Source: an optimization exercise on an open RTL-to-GDS flow (aim: small area). Production flows keep margins and buffers that such runs may drop. RTL that was checked went through simulation tests only; none was proved equivalent to the original. No activity file was given, so power comes from the tool's default toggle rates.

==> flow/design.v (excerpt) <==
module outCPLD (
    input              pclk_50M,
    input        [1:8] outP,
    input       [1:28] out,
    output logic [1:8] eoutP,
    output logic [1:28] eout
);
Size: ~650 cells after synthesis, ~220 flip-flops.
==> flow/config.mk <==
export PLATFORM = sky130hd
export DESIGN_NAME = outCPLD
export DESIGN_NICKNAME = outCPLD
export VERILOG_FILES = /design/flow/design.v
export SDC_FILE = /design/flow/constraint.sdc
export NUM_CORES = 4
export LEC_CHECK = 0
export CAP_MARGIN = 20
export CORE_MARGIN = 2
export CORE_UTILIZATION = 60
export CTS_BUF_LIST = sky130_fd_sc_hd__clkbuf_16
export CTS_CLUSTER_DIAMETER = 60
export CTS_CLUSTER_SIZE = 40
export SLEW_MARGIN = 20
==> flow/constraint.sdc <==
create_clock -name core_clock -period 5.0 [get_ports {pclk_50M}]
set_input_delay 1.0000 -clock core_clock [delete_from_list [all_inputs] [get_ports {pclk_50M}]]
set_output_delay 1.0000 -clock core_clock [all_outputs]
set_load 0.01 [all_outputs]
standard.sh (not shown) runs the stock make flow with config.mk's settings and CLKGATE_MAP_FILE= SYNTH_SCRIPT=/design/flow/synth_recipe.tcl, a recipe that flattens the netlist after the stock synthesis.
==> flow/flow/run.sh <==
#!/bin/bash
# Own layout flow: the standard ORFS flow, with the port buffers that
# global placement inserts made sky130_fd_sc_hd__buf_1 (the smallest buffer)
# instead of the cell buffer_ports picks by default.
set -euo pipefail
export BUFFER_PORTS_ARGS="-buffer_cell sky130_fd_sc_hd__buf_1"
bash standard.sh finish > standard_finish.log 2>&1
Change:
==> flow/flow/run.sh (replaced) <==
#!/bin/bash
# Own layout flow: the standard ORFS flow with
#  - port buffers inserted by global placement made sky130_fd_sc_hd__buf_1,
#  - clock tree synthesis without dummy loads.
set -euo pipefail
export BUFFER_PORTS_ARGS="-buffer_cell sky130_fd_sc_hd__buf_1"
export CTS_ARGS="-sink_clustering_enable -repair_clock_nets -sink_clustering_size 20 -sink_clustering_max_diameter 60 -buf_list {sky130_fd_sc_hd__clkbuf_2 sky130_fd_sc_hd__clkbuf_4 sky130_fd_sc_hd__clkbuf_8} -dont_use_dummy_load"
bash standard.sh finish > standard_finish.log 2>&1
==> flow/config.mk (replaced) <==
export PLATFORM = sky130hd
export DESIGN_NAME = outCPLD
export DESIGN_NICKNAME = outCPLD
export VERILOG_FILES = /design/flow/design.v
export SDC_FILE = /design/flow/constraint.sdc
export NUM_CORES = 4
export LEC_CHECK = 0
export CAP_MARGIN = 0
export CORE_MARGIN = 2
export CORE_UTILIZATION = 60
export SLEW_MARGIN = 0
What happened: Cell area came out lower by 3.7%; critical path depth is unchanged; non-clock buffer count is unchanged; power came out lower by 13%; via count came out lower by 0.57%; cell count came out lower by 1.1%; combinational power hardly moves; hold slack is worse by 0.013 ns; global-route usage came out lower by 0.25 points; core utilization came out lower by 2.5 points.
No functional check of the RTL was part of any run of this note.

* * *

== the reference run ==
Another version of the RTL of outCPLD (not shown whole).
Size: roughly 620 cells after synthesis.
export LEC_CHECK = 0
export CAP_MARGIN = 20
export CORE_MARGIN = 2
export CORE_UTILIZATION = 60
export CTS_BUF_LIST = sky130_fd_sc_hd__clkbuf_2 sky130_fd_sc_hd__clkbuf_4 sky130_fd_sc_hd__clkbuf_8
export CTS_CLUSTER_DIAMETER = 60
export CTS_CLUSTER_SIZE = 20
export SLEW_MARGIN = 20
create_clock -name core_clock -period 5.0 [get_ports {pclk_50M}]
==> flow/flow/run.sh <==
#!/bin/bash
# Own layout flow: the standard ORFS flow (standard.sh) with three changes.
#  1. After the standard synthesis, the combinational gates between the
#     flip-flops are re-mapped by ABC with an area-oriented script
#     (flow/resyn.ys.in); the flip-flops keep their cells, instance names and
#     nets. Logs: resyn.log, orfs/results/.../resyn_stat.txt.
#  2. Port buffers inserted at global placement are sky130_fd_sc_hd__buf_1.
#  3. Clock tree synthesis uses no dummy loads.
set -euo pipefail
here=$(pwd)
res=$here/orfs/results/$FLOW_PLATFORM/outCPLD/base
lib=$FLOW_HOME/platforms/$FLOW_PLATFORM/lib/sky130_fd_sc_hd__tt_025C_1v80.lib

export BUFFER_PORTS_ARGS="-buffer_cell sky130_fd_sc_hd__buf_1"
export CTS_ARGS="-sink_clustering_enable -repair_clock_nets -sink_clustering_size 20 -sink_clustering_max_diameter 60 -buf_list {sky130_fd_sc_hd__clkbuf_2 sky130_fd_sc_hd__clkbuf_4 sky130_fd_sc_hd__clkbuf_8} -dont_use_dummy_load"

bash standard.sh synth > standard_synth.log 2>&1

# the dont-use list the standard synthesis gave ABC
dontuse=$(grep -o -- '-dont_use [^ ]*' $here/orfs/logs/$FLOW_PLATFORM/outCPLD/base/1_2_yosys.log | sort -u | tr '\n' ' ')
cp $res/1_2_yosys.v $res/1_2_yosys_standard.v
sed -e "s|@LIB@|$lib|g" -e "s|@IN@|$res/1_2_yosys_standard.v|g" -e "s|@OUT@|$res/1_2_yosys.v|g" \
    -e "s|@OUTDIR@|$res|g" -e "s|@TOP@|$FLOW_TOP|g" -e "s|@DONTUSE@|$dontuse|g" \
    -e "s|@ABC@|+\&get,-n;\&st;\&dch,-f;\&nf,-R,1000;\&put|g" \
    flow/resyn.ys.in > resyn.ys
yosys -s resyn.ys > resyn.log 2>&1
rm -f $res/1_synth.odb $res/1_synth.sdc

bash standard.sh finish > standard_finish.log 2>&1
Other scripts of this flow, unchanged in this note and not shown: flow/flow/resyn.ys.in
Input-level comparison between the trial run and the reference run:
Settings: a deleted CTS_CLUSTER_DIAMETER that had been 60; an added GPL_ROUTABILITY_DRIVEN of 0; an added GPL_TIMING_DRIVEN of 0; a change of CORE_UTILIZATION from 60 to 70; a deleted CTS_CLUSTER_SIZE that had been 20; a deleted CTS_BUF_LIST that had been sky130_fd_sc_hd__clkbuf_2 sky130_fd_sc_hd__clkbuf_4 sky130_fd_sc_hd__clkbuf_8.
--- outcome ---
The trial run ended with more total stage count of the critical path than the reference run.
Summary — horizontal die dimension, the trial run relative to the reference run: lower, by 7.1%.
Higher data required time of the worst path was reported by the trial run, not the reference run.
On routed via count divided by cell count, the lower figure sits with the reference run, not the trial run.
The trial run | status: complete | timing, DRC, antenna: pass
Summary: with the reference run as the reference, final area in the trial run moved down slightly.
Comparing the reference run and the trial run, the lower sequential share of layout area is on the reference run.

* * *

outCPLD with an RTL version that a note above also has.
For scale: roughly 800 cells after synthesis, ~220 flip-flops, ~0.0070 mm2 of cells after synthesis.
Settings: LEC_CHECK=0, ABC_AREA=1, CAP_MARGIN=20, CORE_MARGIN=2, CORE_UTILIZATION=70, SLEW_MARGIN=20; clock period 5.0 ns.
run.sh (not shown) runs the stock make flow with config.mk's settings and CLKGATE_MAP_FILE= SYNTH_SCRIPT=/design/flow/synth_recipe.tcl, a recipe that flattens the netlist after the stock synthesis.
Stock flow here: none of the scripts above is used.
The baseline ran to the end with no violations.
Edit:
--- a/flow/config.mk
+++ b/flow/config.mk
@@ -8 +7,0 @@
-export ABC_AREA = 1
@@ -11 +10,5 @@
-export CORE_UTILIZATION = 70
+export CORE_UTILIZATION = 75
+export CTS_BUF_LIST = sky130_fd_sc_hd__clkbuf_4 sky130_fd_sc_hd__clkbuf_8
+export CTS_CLUSTER_DIAMETER = 40
+export CTS_CLUSTER_SIZE = 16
+export PLACE_DENSITY = 0.8
The new run went through all stages and came out clean.
Combinational power falls by 13%.
Cell area falls by 10%.
Worst setup slack is worse by 0.16 ns.
Flip-flop and latch count is unchanged.
Synthesized cell count falls by 19%.
Core utilization rises by 5.1 points.
Wire length falls by 2.0%.
First-iteration DRC count rises by 60%.
Edit:
==> flow/flow/run.sh (new file) <==
#!/bin/bash
# Own layout flow: the standard ORFS flow with
#  - port buffers inserted by global placement made sky130_fd_sc_hd__buf_1,
#  - clock tree synthesis without dummy loads.
set -euo pipefail
export BUFFER_PORTS_ARGS="-buffer_cell sky130_fd_sc_hd__buf_1"
export CTS_ARGS="-sink_clustering_enable -repair_clock_nets -sink_clustering_size 36 -sink_clustering_max_diameter 80 -buf_list {sky130_fd_sc_hd__clkbuf_16} -root_buf sky130_fd_sc_hd__clkbuf_8 -tree_buf sky130_fd_sc_hd__clkbuf_8 -dont_use_dummy_load"
bash standard.sh finish > standard_finish.log 2>&1
==> flow/standard.sh (new file) <==
#!/bin/bash
# synth_recipe.tcl (not shown) runs the flow's synth.tcl, then flattens the netlist and writes it again
# the make line also repeats each setting of config.mk as NAME=value (left out here)
make -C /OpenROAD-flow-scripts/flow DESIGN_CONFIG=/design/flow/config.mk WORK_HOME=/design/flow/orfs CLKGATE_MAP_FILE= SYNTH_SCRIPT=/design/flow/synth_recipe.tcl "${@:-finish}"
--- a/flow/config.mk
+++ b/flow/config.mk
@@ -10,5 +10,4 @@
-export CORE_UTILIZATION = 75
-export CTS_BUF_LIST = sky130_fd_sc_hd__clkbuf_4 sky130_fd_sc_hd__clkbuf_8
-export CTS_CLUSTER_DIAMETER = 40
-export CTS_CLUSTER_SIZE = 16
-export PLACE_DENSITY = 0.8
+export CORE_UTILIZATION = 60
+export CTS_BUF_LIST = sky130_fd_sc_hd__clkbuf_2 sky130_fd_sc_hd__clkbuf_4 sky130_fd_sc_hd__clkbuf_8
+export CTS_CLUSTER_DIAMETER = 60
+export CTS_CLUSTER_SIZE = 20
removed: flow/run.sh
- sequential share of layout area rose by 4.6 points
- sequential cell count is unchanged
- setup slack improved by 0.58 ns
- wire length decreases by a quarter to a third
- synthesized area is unchanged
- total power drops by roughly a tenth
Edit:
==> flow/run.sh (new file) <==
#!/bin/bash
# synth_recipe.tcl (not shown) runs the flow's synth.tcl, then flattens the netlist and writes it again
# the make line also repeats each setting of config.mk as NAME=value (left out here)
make -C /OpenROAD-flow-scripts/flow DESIGN_CONFIG=/design/flow/config.mk WORK_HOME=/design/flow/orfs CLKGATE_MAP_FILE= SYNTH_SCRIPT=/design/flow/synth_recipe.tcl finish
--- a/flow/config.mk
+++ b/flow/config.mk
@@ -11,3 +11,3 @@
-export CTS_BUF_LIST = sky130_fd_sc_hd__clkbuf_2 sky130_fd_sc_hd__clkbuf_4 sky130_fd_sc_hd__clkbuf_8
-export CTS_CLUSTER_DIAMETER = 60
-export CTS_CLUSTER_SIZE = 20
+export CTS_BUF_LIST = sky130_fd_sc_hd__clkbuf_4
+export CTS_CLUSTER_DIAMETER = 40
+export CTS_CLUSTER_SIZE = 12
removed: flow/flow/run.sh
removed: flow/standard.sh
Outcome: Register-to-register slack got worse by 0.02 ns; hold slack improved by 0.050 ns; clock-buffer cell count climbs by 19; final cell count climbs by 3.8%; power climbs by 5.0%; critical path depth drops by 3; die area is unchanged; sequential power stays flat.
Edit:
==> flow/flow/run.sh (new file) <==
#!/bin/bash
# Own layout flow: the standard ORFS flow, with the port buffers that
# global placement inserts made sky130_fd_sc_hd__buf_1 (the smallest buffer)
# instead of the cell buffer_ports picks by default.
set -euo pipefail
export BUFFER_PORTS_ARGS="-buffer_cell sky130_fd_sc_hd__buf_1"
bash standard.sh finish > standard_finish.log 2>&1
==> flow/standard.sh (new file) <==
#!/bin/bash
# synth_recipe.tcl (not shown) runs the flow's synth.tcl, then flattens the netlist and writes it again
# the make line also repeats each setting of config.mk as NAME=value (left out here)
make -C /OpenROAD-flow-scripts/flow DESIGN_CONFIG=/design/flow/config.mk WORK_HOME=/design/flow/orfs CLKGATE_MAP_FILE= SYNTH_SCRIPT=/design/flow/synth_recipe.tcl "${@:-finish}"
--- a/flow/config.mk
+++ b/flow/config.mk
@@ -11 +11 @@
-export CTS_BUF_LIST = sky130_fd_sc_hd__clkbuf_4
+export CTS_BUF_LIST = sky130_fd_sc_hd__clkbuf_8
@@ -13 +13 @@
-export CTS_CLUSTER_SIZE = 12
+export CTS_CLUSTER_SIZE = 22
removed: flow/run.sh
What happened:
- area after synthesis stays the same
- routed wire length drops by 0.89%
- synthesized cell count does not change
- global-route usage stays flat
- design area fell by 2.3%
- sequential share of layout area grows by 1.4 points
Edit:
--- a/flow/config.mk
+++ b/flow/config.mk
@@ -11,3 +11,3 @@
-export CTS_BUF_LIST = sky130_fd_sc_hd__clkbuf_8
-export CTS_CLUSTER_DIAMETER = 40
-export CTS_CLUSTER_SIZE = 22
+export CTS_BUF_LIST = sky130_fd_sc_hd__clkbuf_2 sky130_fd_sc_hd__clkbuf_4 sky130_fd_sc_hd__clkbuf_8
+export CTS_CLUSTER_DIAMETER = 60
+export CTS_CLUSTER_SIZE = 20
Outcome: The new run completed without violations. Design area drops by 4.4%. Core utilization drops by 3.0 points. Global-route usage fell by 0.64 points. Non-clock buffer count stays the same. First-iteration DRC count goes down by 5.9%. Count of clock-buffer cells in the layout shrinks by 12. Sequential power is about the same. Fmax fell by 0.57%. Area after synthesis stays the same.
No run of this note included a check of the RTL's function; only the layout flow was run.

re-timing with driven ports:
The results above use ideal ports. As a check the final layouts listed here were re-extracted and re-timed, cells and wires unchanged.
Step 1 sets driving cells, clkbuf_16 on the clock port and buf_2 on the other inputs (assumed; they add their load-dependent delay and slew).
Step 2 adds t to the input delays and takes it off the output delays; t is the mean of the earliest and latest rising clock arrival at the registers after step 1. Input paths then give back, and output paths get back, about the clock's delay inside the block.
Three values: ideal ports, drivers, drivers and shift; two values: the first two.
run	shift t [ns]	slack for setup (ns)	worst setup path after step 2
the first run of note 1	0.499	2.774 / 2.794 / 2.295	input to register
the second run of note 1	0.496	2.756 / 2.770 / 2.274	input to register
the reference run	0.479	2.986 / 2.951 / 2.622	input to register
the trial run	0.498	2.865 / 2.878 / 2.380	input to register
the first run of note 3	0.575	2.392 / 2.406 / 1.831	input to register
the second run of note 3	0.532	2.227 / 2.224 / 1.692	input to register
the third run of note 3	0.502	2.806 / 2.817 / 2.316	input to register
the fourth run of note 3	0.622	2.478 / 2.445 / 1.894	input to register
the fifth run of note 3	0.556	2.820 / 2.832 / 2.276	input to register
the sixth run of note 3	0.505	2.808 / 2.822 / 2.317	input to register
After both steps every run listed still meets setup and hold. For the fourth run of note 3, which loses most, drivers alone change the setup slack by -0.033 ns; drivers and shift together by -0.584 ns.
